Source: an optimization exercise on an open RTL-to-GDS flow (aim: small area). Production flows keep margins and buffers that such runs may drop. Only simulation tests tie the RTL to the original design; equivalence was not proved. No activity file was given, so power comes from the tool's default toggle rates.

==> design/flow/design.v <==
`timescale 1ns / 1ps
module aoi222(input a1, input a2, input b1, input b2, input c1, input c2, output y);
    assign y = ~((a1 & a2) | (b1 & b2) | (c1 & c2));
endmodule
module sel_nor(input a_n, input b_n, output y);
    assign y = ~(a_n | b_n);
endmodule
module Draw_Waveform(
    input clk_sample,  
    input rst,         
    input waveform_sw,
    input freeze_sw,
    input advanced_sw,
    input [9:0] wave_sample,
    input [11:0] VGA_HORZ_COORD,
    input [11:0] VGA_VERT_COORD,
    input [2:0] colour_select,
    output reg [3:0] VGA_Red_waveform,
    output reg [3:0] VGA_Green_waveform,
    output reg [3:0] VGA_Blue_waveform
    );
    reg [10:0] n;
    reg [7:0]  ng;
    reg [2:0]  ns;
    reg        fdc;           
    reg [7:0]  jq;
    reg [2:0]  jr;
    reg        lap;           
    reg [1:0]  col;           
    reg [10:0] r;             
    reg [12639:0]     sring;   
    reg [9:0]         lb [0:15];    
    reg [9:0]         bk [0:15];    
    reg [15:0]        bk_v;
    reg [6:0]         bk_st;   
    reg [10:0]        last;    
    reg [2:0]         lidx [1:212];
    reg [212*15-1:0]  ering;   
    reg [7:0]         u;       
    reg [7:0]         hm, hn0, hn1;  
    reg               hx;      
    reg               pv;      
    reg [7:0]         pw;
    reg [14:0]        pd;
    wire n_end  = (n == 11'd1279);
    wire ns_end = (ns == 3'd5) || n_end;
    wire step   = (n == 11'd6)   || (n == 11'd165) || (n == 11'd324) || (n == 11'd483) ||
                  (n == 11'd642) || (n == 11'd801) || (n == 11'd960) || (n == 11'd1119) ||
                  (n == 11'd1278);
    wire j_wrap = (jq == 8'd213) && (jr == 3'd1);
    wire rot    = step && (jr == 3'd5);
    wire clear  = step && !j_wrap && !freeze_sw;
    wire fdc_next = freeze_sw && (n_end || fdc);
    wire write_en = !(freeze_sw && fdc_next);
    wire wr     = !rst && write_en;
    wire [10:0] r1    = (r >= 11'd1263) ? 11'd0 : r + 11'd1;
    wire [3:0]  q_due = r1[3:0];
    wire [11:0] xd    = {1'b0, r1} + 12'd16 - {1'b0, n};
    wire [10:0] x     = xd[11] ? xd[10:0] + 11'd1264 : xd[10:0];
    wire [7:0]  xk    = {1'b0, x[10:4]} + (x[3:0] != 4'd0);
    wire [6:0]  st_k  = (xk == 8'd79) ? 7'd0 : xk[6:0];
    wire        w_lb  = (n < 11'd16);
    wire        w_imm = wr && !w_lb && (n[3:0] == q_due);
    wire        w_bk  = wr && !w_lb && (n[3:0] != q_due);
    wire        due   = bk_v[q_due];
    wire        ins   = w_imm || due;
    wire [9:0]  ins_d = w_imm ? wave_sample : bk[q_due];
    wire [6:0]  ins_k = w_imm ? st_k : bk_st;
    reg [12639:0] sring_d;
    integer sp;
    always @(*) begin
        sring_d = {sring[12629:0], sring[12639:12630]};
        for (sp = 0; sp < 79; sp = sp + 1)
            if (ins && ins_k == sp)
                sring_d[sp*160 +: 10] = ins_d;
    end
    always @(posedge clk_sample) begin
        r <= r1;
        sring <= sring_d;
        if (wr && w_lb)
            lb[n[3:0]] <= wave_sample;
        if (w_bk)
            bk[n[3:0]] <= wave_sample;
    end
    integer bi;
    always @(posedge clk_sample) begin
        for (bi = 0; bi < 16; bi = bi + 1)
            if (w_bk && n[3:0] == bi)
                bk_v[bi] <= 1'b1;
            else if (q_due == bi)
                bk_v[bi] <= 1'b0;
        if (w_bk)
            bk_st <= st_k;
        if (wr && !w_lb)
            last <= n;
    end
    wire [7:0] ce = wave_sample / 6 + 8'd1;
    function [14:0] env_enc(input [7:0] fm, input [7:0] fn);
        env_enc = fn[7] ? {fn - 8'd128, fm[6:0] - 7'd44} : {fm, fn[6:0]};
    endfunction
    function [15:0] env_dec(input [14:0] w);
        env_dec = ({1'b0, w[6:0]} > w[14:7]) ? {{1'b0, w[6:0]} + 8'd44, w[14:7] + 8'd128}
                                             : {w[14:7], 1'b0, w[6:0]};
    endfunction
    wire [7:0]  u1   = (u >= 8'd224 || u < 8'd13) ? 8'd13 : u + 8'd1;
    wire [7:0]  wk   = rot ? jq + 8'd1 : jq;           
    wire [7:0]  wk_m = (wk == 8'd212) ? 8'd0 : wk;     
    wire        avail = (u1 == wk_m + 8'd13);          
    wire [15:0] old  = lap ? env_dec(ering[211*15 +: 15]) : 16'd0;
    wire        old_now = !lap || avail;
    reg  [7:0]  bm, bn0, bn1;
    reg         bx;
    always @(*) begin
        if (rot) begin
            bx  = old_now;
            bm  = old_now ? old[15:8] : 8'd0;
            bn0 = old_now ? old[7:0]  : 8'd0;
            bn1 = 8'd255;
        end else if (!hx && avail && lap) begin
            bx  = 1'b1;
            bm  = (old[15:8] > hm) ? old[15:8] : hm;
            bn0 = (old[7:0] == 8'd0) ? hn0 : (old[7:0] < hn1) ? old[7:0] : hn1;
            bn1 = hn1;
        end else begin
            bx  = hx;
            bm  = hm;
            bn0 = hn0;
            bn1 = hn1;
        end
    end
    wire [7:0]  mc  = clear ? 8'd0 : bm;
    wire [7:0]  nc  = clear ? 8'd0 : bn0;
    wire [7:0]  new_max = (write_en && ce > mc) ? ce : mc;
    wire [7:0]  new_min = !write_en ? nc :
                          (nc == 8'd0) ? (freeze_sw ? 8'd0 : ce) :
                          (ce <= nc) ? ce : nc;
    wire [7:0]  new_n1  = (write_en && ce < bn1) ? ce : bn1;
    wire        wb = pv && (u1 == ((pw == 8'd212) ? 8'd13 : pw + 8'd13));
    always @(posedge clk_sample) begin
        u <= u1;
        ering <= {ering[211*15-1:0], wb ? pd : ering[211*15 +: 15]};
        if (rst) begin
            pv <= 1'b0;
        end else begin
            hm  <= new_max;
            hn0 <= new_min;
            hn1 <= new_n1;
            hx  <= bx || clear;
            if (rot && jq != 8'd0) begin
                pv <= 1'b1;
                pw <= jq;
                pd <= env_enc(hm, hn0);
            end else if (wb)
                pv <= 1'b0;
        end
    end
    always @(posedge clk_sample) begin
        case (colour_select)
            3'b001:  col <= 2'd1;
            3'b010:  col <= 2'd2;
            3'b011:  col <= 2'd3;
            default: col <= 2'd0;
        endcase
        if (rst) begin
            n   <= 11'd1;
            ng  <= 8'd0;
            ns  <= 3'd1;
            fdc <= 1'b0;
            jq  <= 8'd0;
            jr  <= 3'd0;
            lap <= 1'b0;
        end else begin
            n   <= n_end ? 11'd0 : n + 11'd1;
            ns  <= ns_end ? 3'd0 : ns + 3'd1;
            ng  <= n_end ? 8'd0 : (ns_end ? ng + 8'd1 : ng);
            fdc <= fdc_next;
            if (step) begin
                if (j_wrap) begin
                    jq  <= 8'd0;
                    jr  <= 3'd0;
                    lap <= 1'b1;
                end else if (jr == 3'd5) begin
                    jq <= jq + 8'd1;
                    jr <= 3'd0;
                end else
                    jr <= jr + 3'd1;
            end
        end
    end
    always @(posedge clk_sample) begin
        if (wr && ng >= 8'd1 && ng <= 8'd212)
            lidx[ng] <= ns;
    end
    wire [11:0] H = VGA_HORZ_COORD;
    wire [11:0] V = VGA_VERT_COORD;
    wire [7:0]  g   = H[7:0] - 8'd30;
    wire [7:0]  h   = H[7:0] - 8'd13;
    wire [8:0]  ped = {1'b0, u} - {1'b0, H[7:0]};
    wire [7:0]  pe  = ped[8] ? ped[7:0] + 8'd212 : ped[7:0];
    wire [215:0] gsel, psel;
    wire [15:0] g_hi, g_lo, p_hi, p_lo;
    genvar k, b;
    generate
        for (k = 0; k < 16; k = k + 1) begin : g_pre
            assign g_hi[k] = (H[7:4] == k);    
            assign g_lo[k] = (H[3:0] == k);
            assign p_hi[k] = (pe[7:4] == k);
            assign p_lo[k] = (pe[3:0] == k);
        end
        for (k = 0; k < 216; k = k + 1) begin : g_sel
            if (k >= 1 && k <= 212) begin : g_gs
                sel_nor u(.a_n(~g_hi[(k+30)/16]), .b_n(~g_lo[(k+30)%16]), .y(gsel[k]));
            end else begin : g_gz
                assign gsel[k] = 1'b0;
            end
            if (k <= 211) begin : g_ps
                sel_nor u(.a_n(~p_hi[k/16]), .b_n(~p_lo[k%16]), .y(psel[k]));
            end else begin : g_pz
                assign psel[k] = 1'b0;
            end
        end
    endgenerate
    wire [2:0]  lidx_e [0:215];
    wire [14:0] ring_e [0:215];
    generate
        for (k = 0; k < 216; k = k + 1) begin : g_ent
            if (k >= 1 && k <= 212) begin : g_v
                assign lidx_e[k] = lidx[k];
            end else begin : g_z
                assign lidx_e[k] = 3'd0;
            end
            if (k <= 211) begin : g_ev
                assign ring_e[k] = ering[k*15 +: 15];
            end else begin : g_ez
                assign ring_e[k] = 15'd0;
            end
        end
    endgenerate
    wire [2:0]  gi;
    wire [14:0] ew_ring;
    generate
        for (b = 0; b < 3; b = b + 1) begin : g_lb
            wire [71:0] y;
            for (k = 0; k < 72; k = k + 1) begin : g_a
                aoi222 u(.a1(gsel[3*k]),   .a2(lidx_e[3*k][b]),
                         .b1(gsel[3*k+1]), .b2(lidx_e[3*k+1][b]),
                         .c1(gsel[3*k+2]), .c2(lidx_e[3*k+2][b]), .y(y[k]));
            end
            assign gi[b] = ~&y;
        end
        for (b = 0; b < 15; b = b + 1) begin : g_rb
            wire [71:0] y;
            for (k = 0; k < 72; k = k + 1) begin : g_a
                aoi222 u(.a1(psel[3*k]),   .a2(ring_e[3*k][b]),
                         .b1(psel[3*k+1]), .b2(ring_e[3*k+1][b]),
                         .c1(psel[3*k+2]), .c2(ring_e[3*k+2][b]), .y(y[k]));
            end
            assign ew_ring[b] = ~&y;
        end
    endgenerate
    wire [14:0] ew = (pv && h == pw) ? pd : ew_ring;     
    wire [10:0] g6  = {1'b0, g, 2'b00} + {2'b00, g, 1'b0};
    wire [10:0] sa  = g6 + {8'd0, gi};
    wire [10:0] ra  = advanced_sw ? sa : H[10:0];
    wire [4:0]  fl_d = {1'b0, r[3:0]} - {1'b0, H[3:0]};
    wire [7:0]  fh_d = {1'b0, r[10:4]} + 8'd1 - {1'b0, H[10:4]} - {7'd0, fl_d[4]};
    wire [6:0]  f_ph = fh_d[7] ? fh_d[6:0] + 7'd79 : fh_d[6:0];
    wire [3:0]  f_pl = fl_d[3:0];
    wire [11:0] bd   = {1'b0, r} + 12'd16 - {1'b0, g6};
    wire [10:0] bs   = bd[11] ? bd[10:0] + 11'd1264 : (bd[10:0] >= 11'd1264) ? bd[10:0] - 11'd1264 : bd[10:0];
    wire [6:0]  bh   = bs[10:4];
    wire [3:0]  bl   = bs[3:0];
    wire        s_bw = ({1'b0, bl} < {2'b00, gi});    
    wire [78:0] f_hi, b_hi, r_hi;
    wire [15:0] f_lo, b_lo, r_lo;
    generate
        for (k = 0; k < 79; k = k + 1) begin : r_pre_hi
            assign f_hi[k] = (f_ph == k);
            assign b_hi[k] = (bh == k);
        end
        for (k = 0; k < 16; k = k + 1) begin : r_pre_lo
            assign f_lo[k] = (f_pl == k);
            assign b_lo[k] = (bl == k);
        end
    endgenerate
    wire [78:0] s_hi = s_bw ? {b_hi[0], b_hi[78:1]} : b_hi;
    reg  [15:0] s_lo;
    always @(*) begin
        case (gi)
            3'd0:    s_lo = b_lo;
            3'd1:    s_lo = {b_lo[0],   b_lo[15:1]};
            3'd2:    s_lo = {b_lo[1:0], b_lo[15:2]};
            3'd3:    s_lo = {b_lo[2:0], b_lo[15:3]};
            3'd4:    s_lo = {b_lo[3:0], b_lo[15:4]};
            default: s_lo = {b_lo[4:0], b_lo[15:5]};
        endcase
    end
    assign r_hi = advanced_sw ? s_hi : f_hi;
    assign r_lo = advanced_sw ? s_lo : f_lo;
    wire [1265:0] rsel;
    wire [9:0] s_ring;
    generate
        for (k = 0; k < 1264; k = k + 1) begin : r_sel
            sel_nor u(.a_n(~r_hi[k/16]), .b_n(~r_lo[k%16]), .y(rsel[k]));
        end
        assign rsel[1264] = 1'b0;
        assign rsel[1265] = 1'b0;
        for (b = 0; b < 10; b = b + 1) begin : g_sb
            wire [421:0] y;
            for (k = 0; k < 422; k = k + 1) begin : g_a
                aoi222 u(.a1(rsel[3*k]),   .a2(sring[(3*k)*10 + b]),
                         .b1(rsel[3*k+1]), .b2((3*k+1 < 1264) ? sring[(3*k+1)*10 + b] : 1'b0),
                         .c1(rsel[3*k+2]), .c2((3*k+2 < 1264) ? sring[(3*k+2)*10 + b] : 1'b0), .y(y[k]));
            end
            assign s_ring[b] = ~&y;
        end
    endgenerate
    wire [10:0] ld  = last - ra;
    wire bk_hit     = bk_v[ra[3:0]] && (ra <= last) && (ld < 11'd16);
    wire [9:0]  s   = (ra < 11'd16) ? lb[ra[3:0]] : bk_hit ? bk[ra[3:0]] : s_ring;
    function win(input [9:0] sv, input [11:0] lo, input [11:0] hi);
        begin
            win = (({2'b00, sv[9:3]} == lo[11:3]) && (sv[2:0] >= lo[2:0]) &&
                   ((hi[11:3] != lo[11:3]) || (sv[2:0] <= hi[2:0]))) ||
                  ((hi[11:3] != lo[11:3]) && ({2'b00, sv[9:3]} == hi[11:3]) && (sv[2:0] <= hi[2:0]));
        end
    endfunction
    wire [11:0] cf_lo = (V >= 12'd1022) ? 12'd0 : 12'd1022 - V;
    wire [11:0] cf_hi = 12'd1026 - V;
    wire full_hit   = (H < 12'd1280) && (V <= 12'd1026) && win(s, cf_lo, cf_hi);
    wire [8:0]  t6   = 9'd274 - V[8:0];
    wire [11:0] cs_lo = {t6, 2'b00} + {1'b0, t6, 1'b0};
    wire scl_hit    = (H > 12'd30) && (H < 12'd243) && (V >= 12'd104) && (V <= 12'd274) &&
                      win(s, cs_lo, cs_lo + 12'd5);
    wire [8:0]  t5   = 9'd275 - V[8:0];
    wire [7:0]  ex  = ew[14:7];
    wire [6:0]  ey  = ew[6:0];
    wire        efold = ({1'b0, ey} > ex);
    wire hi_d  = (ex == 8'd0) ? (V >= 12'd1024) : ((V >= 12'd275) || ({1'b0, ex} >= t5));
    wire hi_f  = (V >= 12'd275) || (t5 <= 9'd44) || ({2'b00, ey} >= t5 - 9'd44);
    wire lo_d  = (ey == 7'd0) ? (V <= 12'd1024) : ((V <= 12'd275) && ({2'b00, ey} <= t5));
    wire lo_f  = (V <= 12'd275) && (t5 >= 9'd128) && ({1'b0, ex} <= t5 - 9'd128);
    wire hi_ok = efold ? hi_f : hi_d;
    wire lo_ok = efold ? lo_f : lo_d;
    wire env_hit = (H > 12'd1037) && (H < {4'd0, jq} + 12'd1037) && hi_ok && lo_ok;
    wire lit = !waveform_sw && (advanced_sw ? (scl_hit || env_hit) : full_hit);
    always @(*) begin
        VGA_Red_waveform = 4'h0;
        VGA_Green_waveform = 4'h0;
        VGA_Blue_waveform = 4'h0;
        if (lit) begin
            case (col)
                2'd1: begin VGA_Red_waveform = 4'h9; VGA_Green_waveform = 4'he; VGA_Blue_waveform = 4'h0; end
                2'd2: begin VGA_Red_waveform = 4'h7; VGA_Green_waveform = 4'h5; VGA_Blue_waveform = 4'h3; end
                2'd3: begin VGA_Red_waveform = 4'hf; VGA_Green_waveform = 4'ha; VGA_Blue_waveform = 4'h0; end
                default: begin VGA_Red_waveform = 4'hf; VGA_Green_waveform = 4'hf; VGA_Blue_waveform = 4'hf; end
            endcase
        end
    end
endmodule
==> design/flow/flow/run.sh <==
#!/bin/bash
# Layout flow: the standard flow (standard.sh) with a leaner clock tree, faster port
# buffers and timing repair limited to sizing and buffering. Synthesis is the standard one,
# unchanged.
#  - clock tree: clkbuf_16 at the sinks (clusters of up to 30 flip-flops within 50 um),
#    clkbuf_8 in the tree, clkbuf_16 at the root, and no dummy loads;
#  - port buffers: buf_4 instead of the default delay-cell buffer;
#  - repair_timing without pin swapping or gate cloning, so that the layout's netlist keeps
#    the synthesized structure.
# Each step's full output goes to a log file of its own in the folder this runs in; ORFS also
# keeps its per-step logs under orfs/logs.
set -euo pipefail
export CTS_ARGS="-sink_clustering_enable -repair_clock_nets -sink_clustering_size 30 -sink_clustering_max_diameter 50 -buf_list sky130_fd_sc_hd__clkbuf_8 -sink_clustering_buffer sky130_fd_sc_hd__clkbuf_16 -root_buf sky130_fd_sc_hd__clkbuf_16 -dont_use_dummy_load"
export BUFFER_PORTS_ARGS="-buffer_cell sky130_fd_sc_hd__buf_4"
export SKIP_PIN_SWAP=1
export SKIP_GATE_CLONING=1
bash standard.sh synth > synth.log 2>&1
bash standard.sh place > place.log 2>&1
bash standard.sh cts > cts.log 2>&1
bash standard.sh finish > route_finish.log 2>&1
==> design/flow/standard.sh <==
#!/bin/bash
# synth_recipe.tcl (not shown) runs the flow's synth.tcl, then flattens the netlist and writes it again
# the make line also repeats each setting of config.mk as NAME=value (left out here)
make -C /OpenROAD-flow-scripts/flow DESIGN_CONFIG=/design/flow/config.mk WORK_HOME=/design/flow/orfs CLKGATE_MAP_FILE= SYNTH_SCRIPT=/design/flow/synth_recipe.tcl "${@:-finish}"
==> design/flow/config.mk <==
export PLATFORM = sky130hd
export DESIGN_NAME = Draw_Waveform
export DESIGN_NICKNAME = Draw_Waveform
export VERILOG_FILES = /design/flow/design.v
export SDC_FILE = /design/flow/constraint.sdc
export NUM_CORES = 8
export LEC_CHECK = 0
export CAP_MARGIN = 30
export CORE_MARGIN = 2
export CORE_UTILIZATION = 78
export GPL_TIMING_DRIVEN = 0
export SETUP_SLACK_MARGIN = 0.8
export SLEW_MARGIN = 30
export SYNTH_HIERARCHICAL = 1
export SYNTH_MEMORY_MAX_BITS = 100000
==> design/flow/constraint.sdc <==
create_clock -name core_clock -period 25.0 [get_ports {clk_sample}]
set_input_delay 5.0000 -clock core_clock [delete_from_list [all_inputs] [get_ports {clk_sample}]]
set_output_delay 5.0000 -clock core_clock [all_outputs]
set_load 0.01 [all_outputs]
==> impl_metrics.json, run 1 <==
{
  "hold_start": "ering[1079]",
  "std_cell_rows": 280,
  "netSwitchingPower_mw": 9.377,
  "wire_per_inst_um": 39.44,
  "cts_tree": "done",
  "clock_power_share": 0.314,
  "grt_overflow": 0,
  "synth_cells": 30830,
  "powerDensity_nw_per_um2": 85.20,
  "die_area_um2": 590700,
  "drt_first_pass_iters": 15,
  "synth.most_common_cell": "dfxtp_1",
  "finalHoldViolCount": 0,
  "status": "complete, but fails checks",
  "grt_setup_unrepaired": "false",
  "synthArstFlopShare": 0,
  "port_buffers": 49,
  "yosysUniqueCellTypes": 123,
  "slowest_stage": "nand4_1",
  "insertion_delay_ns": 1.49,
  "place_ws_ns": -1.387,
  "drv_slew": 1,
  "syn_area_per_cell_um2": 14.79,
  "clkSinkCount": 16920,
  "wl_mm": 1595,
  "post-route-period-util": 0.9853,
  "final_layout_size_suffix_gt1_frac": 0.1008,
  "grt_usage": 0.5129,
  "place_area_um2": 477400,
  "clockBufferDepth": 4,
  "synth_area_um2": 455900,
  "drtIter0Drc": 81910,
  "fp.dieW_um": 768.5,
  "max_clock_freq_ghz": 0.04060,
  "vias": 322100,
  "h-tree-depth": 6,
  "synthTopCellsByArea": "dfxtp_1 70%, a222oi_1 12%, edfxtp_1 6.7%, mux2_2 2.0%, nand4_1 2.0%",
  "synth_edf_count": 1022,
  "grt_pass1_wl_mm": 2206,
  "min_period_ns": 24.63,
  "worstSetupPathType": "primary input to output pin",
  "cp-startpoint": "VGA_HORZ_COORD[4]",
  "p_leak_nw": 180.1,
  "p_sw_frac": 0.2208,
  "tightest_slew_ns": 1.820,
  "irDropWorstVdd_uv": 101.2,
  "cp.required_ns": 20.00,
  "setup_viol": 0,
  "synthToLayoutAreaGrowth_pct": 9.341,
  "end_kind": "output pin",
  "path_delay_family": "simple AND/OR/NAND/NOR gates",
  "root_buffer": "clkbuf_16",
  "worstReg2RegStart": "r[0]",
  "ant_nets": 0,
  "grt_pass1_vias": 306200,
  "route.detailed.drc": 0,
  "yosys-top-cells-count": "15890 x dfxtp_1, 5516 x a222oi_1, 2237 x nor2_1, 1474 x nand4_1, 1022 x edfxtp_1",
  "initial_core_util": 0.7835,
  "internal_power_mw": 33.10,
  "crit_buf_inv": 8,
  "via_per_inst": 7.965,
  "cts_made_buffers": 791,
  "combPwrFrac": 0.043,
  "hpwlAfterDp_mm": 1096,
  "critPathMaxFanout": 16,
  "yosys.area.top_type": "dfxtp_1",
  "synth_ff_type": "dfxtp_1",
  "critPathMaxStageDelay_ns": 1.00,
  "clkTransAtPathRegs_ns": 0.08,
  "synthDominantCellAreaShare": 0.6978,
  "synth_seq_cells": 16920,
  "yosys_warnings": 7,
  "num_io_pins": 54,
  "grt_max_degree": 61,
  "synth_seq_area_share": 0.7651,
  "fp.dieH_um": 768.5,
  "slew_headroom": -0.2135,
  "antenna_found_initial": 152,
  "start_kind": "primary input",
  "cp.arrival_ns": 19.63,
  "final.setup_skew_ns": 0.2363,
  "fin_nets": 32820,
  "fin_area_um2": 498500,
  "setup_tns_ns": 0,
  "power_frac_seq": 0.643,
  "setup_ws_ns": 0.3667,
  "max-cap-violations": 0,
  "core-area_um2": 581900,
  "so_faults": "max-slew violations",
  "gp_congestion": 1.066,
  "final_util": 0.8567,
  "hold_class": "register to register"
}
path summary, 6_finish.rpt:
| kind | to | slack, ns | depth (start not counted) |
|---|---|---|---|
| max | VGA_Blue_waveform[3] | 0.37 | 38 |
| min | ering[1094] | 0.23 | 0 |
| max reg2reg | sring[7364] | 12.81 | 32 |
| min reg2reg | ering[1094] | 0.23 | 0 |
through the flow:
step	total power, mW	cells	hold WS, ns
2_1_floorplan	28.69	31020	0.3298
3_3_place_gp	29.32	38820	0.3305
3_5_place_dp	29.58	39400	0.3345
4_1_cts	42.09	40200	0.2222
5_1_grt	43.18	40300	0.2143
6_report	42.48	40440	0.2313
per-module statistics from Yosys, one instance, submodules excluded:
module | copies in the design | cells inside | area [um^2] | flip-flops and latches
sel_nor | 1688 | 1 | 3.754 | 0
Draw_Waveform | 1 | 23630 | 394400 | 16920
aoi222 | 5516 | 1 | 10.01 | 0
sequential cells by signal, summed over array words and instances, names as in the netlist, 11 cells and up:
register  flops
r            11
bk_v         16
lidx        636
sring     12640
lb          160
bk          160
last         11
n            11
pd           15
ering      3180
what timing repair did:
item	CTS	global route
buffers inserted	5	23
hold buffers	0	0
pin swaps	0	0
resized for setup	76	67
endpoints found under the setup margin	12	12
hold endpoints to repair	0	0
cell type report:
cell class                 instances  area [um^2]
antenna                          155        387.9
buffer                           338         1523
clock buffer                     791        19030
fill                           26370        83380
inverter                         234        904.6
multi-input combinational      13530       108700
sequential                     16920       348900
tap                             7755         9703
timing repair buffer             718         9448
cells by family after synthesis:
family	Yosys count	synth area share
AOI/OAI and AO/OA	6544	0.1366
DFF	16920	0.7651
and+or+nand+nor	5388	0.05857
adders and majority gates	249	0.006954
other	1	0.000008225
muxes	935	0.02330
xor gates and xnor gates	229	0.004479
buffers and inverters	572	0.004920
per-layer routing:
metal  share of wire  wire (um)  global-route usage  vias to the layer above
li1                -          -                   -                   127100
met1            0.33     520900              0.6447                   156400
met2            0.41     655500              0.7285                    30760
met3            0.16     263000              0.1930                     7746
met4           0.097     154900              0.3746                       74
met5         0.00040        631            0.004383                        -
power groups by stage:
stage | Sequential (mW) | Combinational (mW) | Clock (mW)
5_1_grt | 27.3 | 1.84 | 14.0
2_1_floorplan | 27.9 | 0.775 | 0
3_3_place_gp | 28.0 | 1.36 | 0
6_report | 27.3 | 1.84 | 13.3
3_5_place_dp | 27.9 | 1.67 | 0
4_1_cts | 27.3 | 1.69 | 13.1
cells in the final DEF (no fill, tap or decap), types with 121 or more instances in the layout:
cell / n
inv_1: 220
a21oi_1: 203
diode_2: 155
nand4_1: 1474
mux2_2: 830
a222oi_1: 5516
dfxtp_1: 15890
xnor2_1: 134
nand2_1: 547
edfxtp_1: 1022
o21ai_0: 153
buf_4: 203
nor4_2: 121
buf_2: 128
ha_1: 239
conb_1: 184
clkbuf_16: 723
nor2_1: 1967
nand3_1: 149
buf_16: 132
buf_6: 148
nor2_2: 265
nor4_1: 219
clkbuf_1: 172
==> run 2: changes to the inputs <==
==> design/flow/config.mk (replaced) <==
export PLATFORM = sky130hd
export DESIGN_NAME = Draw_Waveform
export DESIGN_NICKNAME = Draw_Waveform
export VERILOG_FILES = /design/flow/design.v
export SDC_FILE = /design/flow/constraint.sdc
export NUM_CORES = 8
export LEC_CHECK = 0
export CAP_MARGIN = 40
export CORE_MARGIN = 2
export CORE_UTILIZATION = 76
export GPL_TIMING_DRIVEN = 0
export SETUP_SLACK_MARGIN = 0.8
export SLEW_MARGIN = 40
export SYNTH_HIERARCHICAL = 1
export SYNTH_MEMORY_MAX_BITS = 100000
==> run 2 against run 1 <==
  * The run now finishes clean
  * Area after synthesis stayed put
  * Count of clock-buffer cells in the layout is 5 higher
  * Largest power group unchanged
  * Critical path type unchanged
  * Sequential power barely moved
  * Maximum frequency up 0.15%
  * Non-clock buffer count increased by 210
  * Hold slack worse by 0.033 ns
  * Clock power about the same
  * Register-to-register slack worse by 0.37 ns
  * Clock skew grew 0.0084 ns
  * Largest cell class unchanged
  * Power decreased by 0.16%
  * Cell count grew 0.98%
==> impl_metrics.json, run 2 <==
{
  "synthDominantCellAreaShare": 0.6978,
  "fp.dieW_um": 778.5,
  "final_layout_size_suffix_gt1_frac": 0.1188,
  "tightest_slew_ns": 1.163,
  "insertion_delay_ns": 1.50,
  "irDropWorstVdd_uv": 89.25,
  "slowest_stage": "nor4_1",
  "p_leak_nw": 180.5,
  "synth_area_um2": 455900,
  "grt_pass1_wl_mm": 2126,
  "max_clock_freq_ghz": 0.04066,
  "dpl.cell_count": 39870,
  "layout_commonest_cell": "dfxtp_1",
  "port_buffers": 49,
  "ant_nets": 0,
  "fin_area_um2": 500400,
  "hold_ws_ns": 0.1979,
  "synth_ff_type": "dfxtp_1",
  "cp.required_ns": 20.00,
  "core-area_um2": 598000,
  "reg.largest.list": "sring: 12640 flops, ering: 3180 flops, lidx: 636 flops",
  "fin_nets": 33030,
  "h-tree-depth": 6,
  "end_kind": "output pin",
  "top_register": "sring",
  "die_area_um2": 606100,
  "synthTopCellsByArea": "dfxtp_1 70%, a222oi_1 12%, edfxtp_1 6.7%, mux2_2 2.0%, nand4_1 2.0%",
  "initial_core_util": 0.7624,
  "route.detailed.drc": 0,
  "synth_cells": 30830,
  "final.setup_skew_ns": 0.2447,
  "start_kind": "primary input",
  "vias": 313800,
  "drt_first_pass_iters": 16,
  "max-cap-violations": 0,
  "layout_common_cells": "15880 x dfxtp_1, 5516 x a222oi_1, 1642 x nor2_1",
  "slew_headroom": 0.2174,
  "synth_seq_area_share": 0.7651,
  "grt_max_degree": 54,
  "fp.dieH_um": 778.5,
  "ff2ff_setup_slack_ns": 12.44,
  "post-route-period-util": 0.9839,
  "antenna_found_initial": 116,
  "critPathMaxFanout": 10,
  "gp_congestion": 1.049,
  "powerDensity_nw_per_um2": 84.75,
  "clkSinkCount": 16920,
  "root_buffer": "clkbuf_16",
  "grt_setup_unrepaired": "false",
  "worstSetupPathType": "primary input to output pin",
  "grt_pass1_vias": 298900,
  "hold_buffers": 0,
  "synth.most_common_cell": "dfxtp_1",
  "wl_mm": 1519,
  "finalHoldViolCount": 0,
  "cp.arrival_ns": 19.60,
  "yosys.area.top_type": "dfxtp_1",
  "critPathMaxStageDelay_ns": 0.97,
  "yosysUniqueCellTypes": 123,
  "wire_per_inst_um": 37.19,
  "cts_tree": "done",
  "setup_viol": 0,
  "clockBufferDepth": 4,
  "num_io_pins": 54,
  "finalNonFillerCells": 40830,
  "clkTransAtPathRegs_ns": 0.11,
  "cts_made_buffers": 796,
  "synth_seq_cells": 16920,
  "grt_overflow": 0,
  "drv_slew": 0,
  "synthArstFlopShare": 0,
  "grt_usage": 0.4810,
  "place_area_um2": 479000,
  "std_cell_rows": 284,
  "via_per_inst": 7.684,
  "hold_class": "register to register",
  "largest_reg_flops": 12640,
  "setup_tns_ns": 0,
  "yosys-top-cells-count": "15890 x dfxtp_1, 5516 x a222oi_1, 2237 x nor2_1, 1474 x nand4_1, 1022 x edfxtp_1",
  "cpMostUsedCell": "buf_4",
  "synth_edf_count": 1022,
  "syn_area_per_cell_um2": 14.79,
  "min_period_ns": 24.60,
  "drtIter0Drc": 73280,
  "status": "no timing/DRC/antenna violations",
  "fin_total_pwr_mw": 42.41,
  "yosys_warnings": 7,
  "hpwlAfterDp_mm": 1083,
  "synthToLayoutAreaGrowth_pct": 9.745
}
run 2: modules after synthesis (local to each module, per instance):
module / copies in the design / area, um^2 / cells / flip-flops and latches
Draw_Waveform: 1 / 394400 / 23630 / 16920
aoi222: 5516 / 10.01 / 1 / 0
sel_nor: 1688 / 3.754 / 1 / 0
run 2: cell families after synthesis:
kind of cell	count (synthesis)	synth area share
AOI/OAI and AO/OA	6544	0.1366
xor gates and xnor gates	229	0.004479
adders and majority gates	249	0.006954
buffers and inverters	572	0.004920
DFF	16920	0.7651
muxes	935	0.02330
other	1	0.000008225
and+or+nand+nor	5388	0.05857
run 2: per-stage QoR:
stage                     worst slack [ns]  utilization
after detailed placement            -1.252       0.8010
after global placement              -23.47       0.7809
after CTS                           0.8486       0.8338
after floorplan                      4.061            -
after global routing                0.6903       0.8364
final                               0.4030       0.8367
run 2: cell type report:
cell class / instances / area [um^2]
Fill cell: 30050 / 97670
Multi-Input combinational cell: 13530 / 110300
Tap cell: 8008 / 10020
Buffer: 338 / 1535
Inverter: 234 / 903.4
Sequential cell: 16920 / 348900
Timing Repair Buffer: 928 / 9387
Antenna cell: 83 / 207.7
Clock buffer: 796 / 19150
run 2: report_power, final:
part | internal [mW] | switching (mW) | leakage [nW]
logic | 0.504 | 1.36 | 33.9
clock network | 5.36 | 7.90 | 9.46
registers | 27.3 | 0.0363 | 137
run 2: repair_timing:
action / in CTS / in global routing
pin swaps: 0 / 0
cloned: 0 / 0
gates resized for setup: 58 / 52
setup buffers: 16 / 11
endpoints found under the setup margin: 12 / 12
run 2: critical path, delay by kind of cell:
kind | cells | cell delay (ns)
xor+xnor | 3 | 0.96
buf+inv | 10 | 2.55
compound gates | 14 | 4.13
simple gates | 14 | 5.53
fa+ha+maj | 4 | 1.32
run 2: worst paths after layout:
kind | startpoint | to | cells after the start
min | sring[7439] | sring[7449] | 0
max | VGA_HORZ_COORD[5] | VGA_Blue_waveform[3] | 45
min reg2reg | sring[7439] | sring[7449] | 0
max reg2reg | r[0] | sring[6084] | 33
run 2: per-layer routing:
metal  GRT usage  share of wire
met1      0.6295           0.35
met2      0.6828           0.41
met3      0.1637           0.16
met4      0.3218          0.084
met5    0.001645        0.00054

what the ideal ports hide:
No port has a modelled driver above. Below, the same layouts with a new extraction and two added sets of constraints.
Step 1, drivers: a clkbuf_16 drives clk_sample and a buf_2 each remaining input, both assumed.
Step 2 also shifts input and output timing later by t, the mid clock arrival at the registers, as if the neighbouring blocks saw the same clock.
Slacks: ideal ports / drivers / drivers and shift; pairs: ideal ports / drivers.
run	t, ns	setup slack, ns	worst slew at a driven data input, ns
run 1	1.514	0.367 / 0.338 / 0.338	0.17
run 2	1.528	0.403 / 0.348 / 0.348	0.13
For run 2, which loses most, drivers alone change the setup slack by -0.055 ns; drivers and shift together by -0.055 ns.
